Context: an optimization exercise on an open-source flow, tuned for small area, a short achievable clock period and few clock cycles per item. The choices shown serve that exercise and are no tape-out recipe.
RTL that was checked went through simulation tests only; none was proved equivalent to the original.
Power figures rest on the tool's default switching activity, not on a simulated workload.

== the reference run ==
==> flow/design.v (excerpt) <==
module processor(clk, reset, start_pc, max_pc, output_reg_addr,
                 instr_addr, instr, data_addr, data_in,
                 wb_en, wb_addr, wb_data, halted, OUTPUT_REG);
For scale: roughly 1500 cells after synthesis, ~290 flip-flops, ~99 I/O pins, ~0.016 mm² of cells after synthesis.
==> module processor, before the edit <==
module processor(clk, reset, start_pc, max_pc, output_reg_addr,
                 instr_addr, instr, data_addr, data_in,
                 wb_en, wb_addr, wb_data, halted, OUTPUT_REG);
input clk;
input reset;
input [7:0] start_pc;
input [7:0] max_pc;
input [4:0] output_reg_addr;
output [7:0] instr_addr;
input [31:0] instr;
output [4:0] data_addr;
input [7:0] data_in;
output wb_en;
output [4:0] wb_addr;
output [7:0] wb_data;
output reg halted;
output [7:0] OUTPUT_REG;
reg [7:0] rf [1:31];    
reg [7:0] pc_seq;       
reg [7:0] pc_br;        
reg       pc_sel;       
reg       first;        
reg       stopped;      
reg       w_valid;      
reg       w_lw;         
reg       w_slt;        
reg [4:0] w_rd;
reg [7:0] w_a;
reg [7:0] w_b;
integer i;
wire [7:0] PC = pc_sel ? pc_br : pc_seq;
assign instr_addr = PC;
wire [7:0] w_sum  = w_a + w_b;
wire       w_lt   = $signed(w_a) < $signed(w_b);
wire [7:0] w_data = w_lw ? data_in : w_slt ? {7'd0, w_lt} : w_sum;
assign data_addr = w_sum[4:0];
assign wb_en   = w_valid;
assign wb_addr = w_rd;
assign wb_data = w_data;
wire squash = stopped | (~first & (PC >= max_pc));
wire [5:0] op  = instr[31:26];
wire [4:0] rs  = instr[25:21];
wire [4:0] rt  = instr[20:16];
wire [4:0] rd  = instr[15:11];
wire [5:0] fn  = instr[5:0];
wire [7:0] imm = instr[7:0];
reg  [7:0] ra_val;
reg  [7:0] rb_val;
reg  [7:0] ro_lo;
reg  [7:0] ro_hi;
always @(*) begin
  ra_val = 8'd0;
  rb_val = 8'd0;
  ro_lo = 8'd0;
  ro_hi = 8'd0;
  for (i = 1; i < 32; i = i + 1) begin
    ra_val = ra_val | ({8{rs == i}} & rf[i]);
    rb_val = rb_val | ({8{rt == i}} & rf[i]);
  end
  for (i = 0; i < 16; i = i + 1) begin
    if (i != 0) ro_lo = ro_lo | ({8{output_reg_addr[3:0] == i}} & rf[i]);
    ro_hi = ro_hi | ({8{output_reg_addr[3:0] == i}} & rf[i+16]);
  end
end
assign OUTPUT_REG = output_reg_addr[4] ? ro_hi : ro_lo;
wire [7:0] va = (w_valid && w_rd == rs) ? w_data : ra_val;
wire [7:0] vb = (w_valid && w_rd == rt) ? w_data : rb_val;
wire is_r     = (op == 6'h00);
wire is_addu  = is_r & (fn == 6'h21);
wire is_slt   = is_r & (fn == 6'h2a);
wire is_jr    = is_r & (fn == 6'h08);
wire is_addiu = (op == 6'h09);
wire is_beq   = (op == 6'h04);
wire is_bne   = (op == 6'h05);
wire is_jal   = (op == 6'h03);
wire is_lw    = (op == 6'h23);
wire [7:0] pc1   = PC + 8'd1;
wire       eq    = (va == vb);
wire       taken = (is_beq & eq) | (is_bne & ~eq);
wire [4:0] wa  = is_jal ? 5'd31 : is_r ? rd : rt;
wire       wr  = (is_addu | is_slt | is_addiu | is_lw | is_jal) & (wa != 5'd0);
wire [7:0] rf_d = w_data & {8{~reset}};
always @(posedge clk) begin
  for (i = 1; i < 32; i = i + 1)
    if (reset | (w_valid & (w_rd == i)))
      rf[i] <= rf_d;
end
always @(posedge clk) begin
  pc_br <= PC + imm;
  w_a   <= is_jal ? pc1 : va;
  w_b   <= is_jal ? 8'd0 : (is_addiu | is_lw) ? imm : vb;
  w_rd  <= wa;
  w_lw  <= is_lw;
  w_slt <= is_slt;
  if (reset) begin
    pc_seq  <= start_pc;
    pc_sel  <= 1'b0;
    first   <= 1'b1;
    stopped <= 1'b0;
    halted  <= 1'b0;
    w_valid <= 1'b0;
  end else begin
    pc_seq  <= is_jal ? imm : is_jr ? va : pc1;
    pc_sel  <= taken;
    first   <= 1'b0;
    stopped <= squash;
    halted  <= squash;
    w_valid <= ~squash & wr;
  end
end
endmodule
Settings: LEC_CHECK=0, CAP_MARGIN=20, CORE_MARGIN=2, CORE_UTILIZATION=40, SETUP_SLACK_MARGIN=1.5, SLEW_MARGIN=20; clock period 5.5 ns.
run.sh (not shown) runs the stock make flow with config.mk's settings and CLKGATE_MAP_FILE= SYNTH_SCRIPT=/design/flow/synth_recipe.tcl, a recipe that flattens the netlist after the stock synthesis.
Here is what was changed in the inputs of the trial run compared with the reference run.
--- a/flow/design.v
+++ b/flow/design.v
@@ -43,27 +43,20 @@
 wire [4:0] rt  = instr[20:16];
 wire [4:0] rd  = instr[15:11];
 wire [5:0] fn  = instr[5:0];
 wire [7:0] imm = instr[7:0];
+wire [4:0] rb = halted ? output_reg_addr : rt;
 reg  [7:0] ra_val;
 reg  [7:0] rb_val;
-reg  [7:0] ro_lo;
-reg  [7:0] ro_hi;
 always @(*) begin
   ra_val = 8'd0;
   rb_val = 8'd0;
-  ro_lo = 8'd0;
-  ro_hi = 8'd0;
   for (i = 1; i < 32; i = i + 1) begin
     ra_val = ra_val | ({8{rs == i}} & rf[i]);
-    rb_val = rb_val | ({8{rt == i}} & rf[i]);
-  end
-  for (i = 0; i < 16; i = i + 1) begin
-    if (i != 0) ro_lo = ro_lo | ({8{output_reg_addr[3:0] == i}} & rf[i]);
-    ro_hi = ro_hi | ({8{output_reg_addr[3:0] == i}} & rf[i+16]);
+    rb_val = rb_val | ({8{rb == i}} & rf[i]);
   end
 end
-assign OUTPUT_REG = output_reg_addr[4] ? ro_hi : ro_lo;
+assign OUTPUT_REG = rb_val;
 wire [7:0] va = (w_valid && w_rd == rs) ? w_data : ra_val;
 wire [7:0] vb = (w_valid && w_rd == rt) ? w_data : rb_val;
 wire is_r     = (op == 6'h00);
 wire is_addu  = is_r & (fn == 6'h21);
--- outcome ---
The trial run vs. the reference run: switching power as a share of total power now sits lower; met3 track utilization from global routing -7.2 points.
The reference run ended up with input pin to register as its type of the setup path with the least slack; the trial run ended up with input pin to output pin.
From the reference run to the trial run the numbers moved as follows: worst stage delay on the critical path moved down; combinational share of power moved up; multi-input combinational cell area moved down; effective utilization at floorplan moved up; worst setup slack moved down.
Testbench counts of the trial run, summed over its fixed seeds: cycles 8,384, instructions 8,192.
Only the layout flow was run in the reference run; the RTL was not checked for function there.

========
The RTL this note starts from:
==> flow/design.v <==
module processor(clk, reset, start_pc, max_pc, output_reg_addr,
                 instr_addr, instr, data_addr, data_in,
                 wb_en, wb_addr, wb_data, halted, OUTPUT_REG);
input clk;
input reset;
input [7:0] start_pc;
input [7:0] max_pc;
input [4:0] output_reg_addr;
output [7:0] instr_addr;
input [31:0] instr;
output [4:0] data_addr;
input [7:0] data_in;
output wb_en;
output [4:0] wb_addr;
output [7:0] wb_data;
output reg halted;
output [7:0] OUTPUT_REG;
reg [7:0] rf [1:31];    
reg [7:0] pc_seq;       
reg [7:0] pc_br;        
reg       pc_sel;       
reg       first;        
reg       stopped;      
reg       w_valid;      
reg       w_lw;         
reg       w_slt;        
reg [4:0] w_rd;
reg [7:0] w_a;
reg [7:0] w_b;
integer i;
wire [7:0] PC = pc_sel ? pc_br : pc_seq;
assign instr_addr = PC;
wire [7:0] w_sum  = w_a + w_b;
wire       w_lt   = $signed(w_a) < $signed(w_b);
wire [7:0] w_data = w_lw ? data_in : w_slt ? {7'd0, w_lt} : w_sum;
assign data_addr = w_sum[4:0];
assign wb_en   = w_valid;
assign wb_addr = w_rd;
assign wb_data = w_data;
wire squash = stopped | (~first & (PC >= max_pc));
wire [5:0] op  = instr[31:26];
wire [4:0] rs  = instr[25:21];
wire [4:0] rt  = instr[20:16];
wire [4:0] rd  = instr[15:11];
wire [5:0] fn  = instr[5:0];
wire [7:0] imm = instr[7:0];
wire [4:0] rb = halted ? output_reg_addr : rt;
reg  [7:0] ra_val;
reg  [7:0] rb_lo;
reg  [7:0] rb_hi;
always @(*) begin
  ra_val = 8'd0;
  rb_lo = 8'd0;
  rb_hi = 8'd0;
  for (i = 1; i < 32; i = i + 1)
    ra_val = ra_val | ({8{rs == i}} & rf[i]);
  for (i = 1; i < 16; i = i + 1) begin
    rb_lo = rb_lo | ({8{rb[3:0] == i}} & rf[i]);
    rb_hi = rb_hi | ({8{rb[3:0] == i}} & rf[i+16]);
  end
  rb_hi = rb_hi | ({8{rb[3:0] == 0}} & rf[16]);
end
wire [7:0] rb_val = rb[4] ? rb_hi : rb_lo;
assign OUTPUT_REG = rb_val;
wire [7:0] va = (w_valid && w_rd == rs) ? w_data : ra_val;
wire [7:0] vb = (w_valid && w_rd == rt) ? w_data : rb_val;
wire is_r     = (op == 6'h00);
wire is_addu  = is_r & (fn == 6'h21);
wire is_slt   = is_r & (fn == 6'h2a);
wire is_jr    = is_r & (fn == 6'h08);
wire is_addiu = (op == 6'h09);
wire is_beq   = (op == 6'h04);
wire is_bne   = (op == 6'h05);
wire is_jal   = (op == 6'h03);
wire is_lw    = (op == 6'h23);
wire [7:0] pc1   = PC + 8'd1;
wire       eq    = (va == vb);
wire       taken = (is_beq & eq) | (is_bne & ~eq);
wire [4:0] wa  = is_jal ? 5'd31 : is_r ? rd : rt;
wire       wr  = (is_addu | is_slt | is_addiu | is_lw | is_jal) & (wa != 5'd0);
wire [7:0] rf_d = w_data & {8{~reset}};
always @(posedge clk) begin
  for (i = 1; i < 32; i = i + 1)
    if (reset | (w_valid & (w_rd == i)))
      rf[i] <= rf_d;
end
always @(posedge clk) begin
  pc_br <= PC + imm;
  w_a   <= is_jal ? pc1 : va;
  w_b   <= is_jal ? 8'd0 : (is_addiu | is_lw) ? imm : vb;
  w_rd  <= wa;
  w_lw  <= is_lw;
  w_slt <= is_slt;
  if (reset) begin
    pc_seq  <= start_pc;
    pc_sel  <= 1'b0;
    first   <= 1'b1;
    stopped <= 1'b0;
    halted  <= 1'b0;
    w_valid <= 1'b0;
  end else begin
    pc_seq  <= is_jal ? imm : is_jr ? va : pc1;
    pc_sel  <= taken;
    first   <= 1'b0;
    stopped <= squash;
    halted  <= squash;
    w_valid <= ~squash & wr;
  end
end
endmodule
export LEC_CHECK = 0
export CAP_MARGIN = 20
export CORE_MARGIN = 2
export CORE_UTILIZATION = 40
export SETUP_SLACK_MARGIN = 1.5
export SLEW_MARGIN = 20
create_clock -name core_clock -period 5.5 [get_ports {clk}]
Rerun with:
==> flow/design.v (replaced) <==
module processor(clk, reset, start_pc, max_pc, output_reg_addr,
                 instr_addr, instr, data_addr, data_in,
                 wb_en, wb_addr, wb_data, halted, OUTPUT_REG);
input clk;
input reset;
input [7:0] start_pc;
input [7:0] max_pc;
input [4:0] output_reg_addr;
output [7:0] instr_addr;
input [31:0] instr;
output [4:0] data_addr;
input [7:0] data_in;
output wb_en;
output [4:0] wb_addr;
output [7:0] wb_data;
output halted;
output [7:0] OUTPUT_REG;
reg [7:0] rf [1:31];    
reg [7:0] pc_seq;       
reg [7:0] pc_br;        
reg       w_beq;        
reg       w_bne;        
reg       ge_seq;       
reg       ge_br;        
reg       halted_q;     
reg       first;        
reg       stopped;      
reg       w_valid;      
reg       w_lw;         
reg       w_slt;        
reg [4:0] w_rd;
reg [7:0] w_a;
reg [7:0] w_b;
integer i;
wire       taken = (w_beq & (w_a == w_b)) | (w_bne & (w_a != w_b));
wire [7:0] PC = taken ? pc_br : pc_seq;
assign instr_addr = PC;
wire [7:0] w_sum  = w_a + w_b;
wire       w_lt   = $signed(w_a) < $signed(w_b);
wire [7:0] w_data = w_lw ? data_in : w_slt ? {7'd0, w_lt} : w_sum;
assign data_addr = w_sum[4:0];
assign wb_en   = w_valid;
assign wb_addr = w_rd;
assign wb_data = w_data;
wire squash = stopped | (~first & (taken ? ge_br : ge_seq));
assign halted = halted_q | (squash & ~w_valid);
wire [5:0] op  = instr[31:26];
wire [4:0] rs  = instr[25:21];
wire [4:0] rt  = instr[20:16];
wire [4:0] rd  = instr[15:11];
wire [5:0] fn  = instr[5:0];
wire [7:0] imm = instr[7:0];
reg  [7:0] ra_val;
reg  [7:0] rb_val;
reg  [7:0] ro_lo;
reg  [7:0] ro_hi;
always @(*) begin
  ra_val = 8'd0;
  rb_val = 8'd0;
  ro_lo = 8'd0;
  ro_hi = 8'd0;
  for (i = 1; i < 32; i = i + 1) begin
    ra_val = ra_val | ({8{rs == i}} & rf[i]);
    rb_val = rb_val | ({8{rt == i}} & rf[i]);
  end
  for (i = 0; i < 16; i = i + 1) begin
    if (i != 0) ro_lo = ro_lo | ({8{output_reg_addr[3:0] == i}} & rf[i]);
    ro_hi = ro_hi | ({8{output_reg_addr[3:0] == i}} & rf[i+16]);
  end
end
assign OUTPUT_REG = output_reg_addr[4] ? ro_hi : ro_lo;
wire [7:0] va = (w_valid && w_rd == rs) ? w_data : ra_val;
wire [7:0] vb = (w_valid && w_rd == rt) ? w_data : rb_val;
wire is_r     = (op == 6'h00);
wire is_addu  = is_r & (fn == 6'h21);
wire is_slt   = is_r & (fn == 6'h2a);
wire is_jr    = is_r & (fn == 6'h08);
wire is_addiu = (op == 6'h09);
wire is_beq   = (op == 6'h04);
wire is_bne   = (op == 6'h05);
wire is_jal   = (op == 6'h03);
wire is_lw    = (op == 6'h23);
wire [7:0] pc1   = PC + 8'd1;
wire [4:0] wa  = is_jal ? 5'd31 : is_r ? rd : rt;
wire       wr  = (is_addu | is_slt | is_addiu | is_lw | is_jal) & (wa != 5'd0);
wire [7:0] pc_br_d  = PC + imm;
wire [7:0] pc_seq_d = is_jal ? imm : is_jr ? va : pc1;
wire [7:0] rf_d = w_data & {8{~reset}};
always @(posedge clk) begin
  for (i = 1; i < 32; i = i + 1)
    if (reset | (w_valid & (w_rd == i)))
      rf[i] <= rf_d;
end
always @(posedge clk) begin
  pc_br  <= pc_br_d;
  ge_br  <= pc_br_d >= max_pc;
  ge_seq <= pc_seq_d >= max_pc;
  w_a   <= is_jal ? pc1 : va;
  w_b   <= is_jal ? 8'd0 : (is_addiu | is_lw) ? imm : vb;
  w_rd  <= wa;
  w_lw  <= is_lw;
  w_slt <= is_slt;
  if (reset) begin
    pc_seq  <= start_pc;
    w_beq   <= 1'b0;
    w_bne   <= 1'b0;
    first   <= 1'b1;
    stopped <= 1'b0;
    halted_q <= 1'b0;
    w_valid <= 1'b0;
  end else begin
    pc_seq  <= pc_seq_d;
    w_beq   <= is_beq;
    w_bne   <= is_bne;
    first   <= 1'b0;
    stopped <= squash;
    halted_q <= squash;
    w_valid <= ~squash & wr;
  end
end
endmodule
Maximum frequency climbs by a few percent.
Design area came out lower by a few percent.
Synthesized cell count goes up by a little under a tenth.
Sequential share of layout area increases by 1.2 points.
Register-to-register slack is better by 0.02 ns.
Via count went up by roughly a tenth.
Combinational power fell by roughly a tenth.
Worst setup slack gets better by 0.12 ns.
Total power drops by a few percent.
Wire length is higher by roughly a tenth.
Synthesized area grows by a few percent.
Count of clock-buffer cells in the layout went up by 7.
First-iteration DRC count grows by a quarter to a third.
No run of this note included a check of the RTL's function; only the layout flow was run.

[static timing again, ports no longer ideal]
The flow's constraints put no driver on any port. The routed layouts listed below were extracted and timed again, unchanged, in two steps. Step 1, drivers: a clkbuf_16 drives clk and a buf_2 each remaining input, both assumed. Step 2 moves the port delays by t, midway between the first and last clock arrival at a register: inputs arrive t later, outputs are due t later. That takes back most of the time a late clock gives input paths. a / b / c = ideal / step 1 / step 2; a / b = the first two.
| run | t, ns | slack for setup (ns) | hold slack, ns | worst slew at a driven data input, ns | cell pins on the clock port's net |
|---|---|---|---|---|---|
| the reference run | 0.637 | 1.409 / 1.444 / 0.807 | 0.579 / 0.579 / 0.579 | 0.05 | 1 |
| the trial run | 0.657 | 1.000 / 0.961 / 0.834 | 0.572 / 0.572 / 0.572 | 0.08 | 1 |
| the first run of note 2 | 0.601 | 1.302 / 1.238 / 0.910 | 0.573 / 0.573 / 0.573 | 0.10 | 1 |
| the second run of note 2 | 0.605 | 1.427 / 1.457 / 0.852 | 0.479 / 0.479 / 0.479 | 0.04 | 1 |
After both steps every run listed still meets setup and hold. The setup slack of the reference run, which loses most, moves by +0.035 ns with the drivers and by -0.602 ns with both steps.
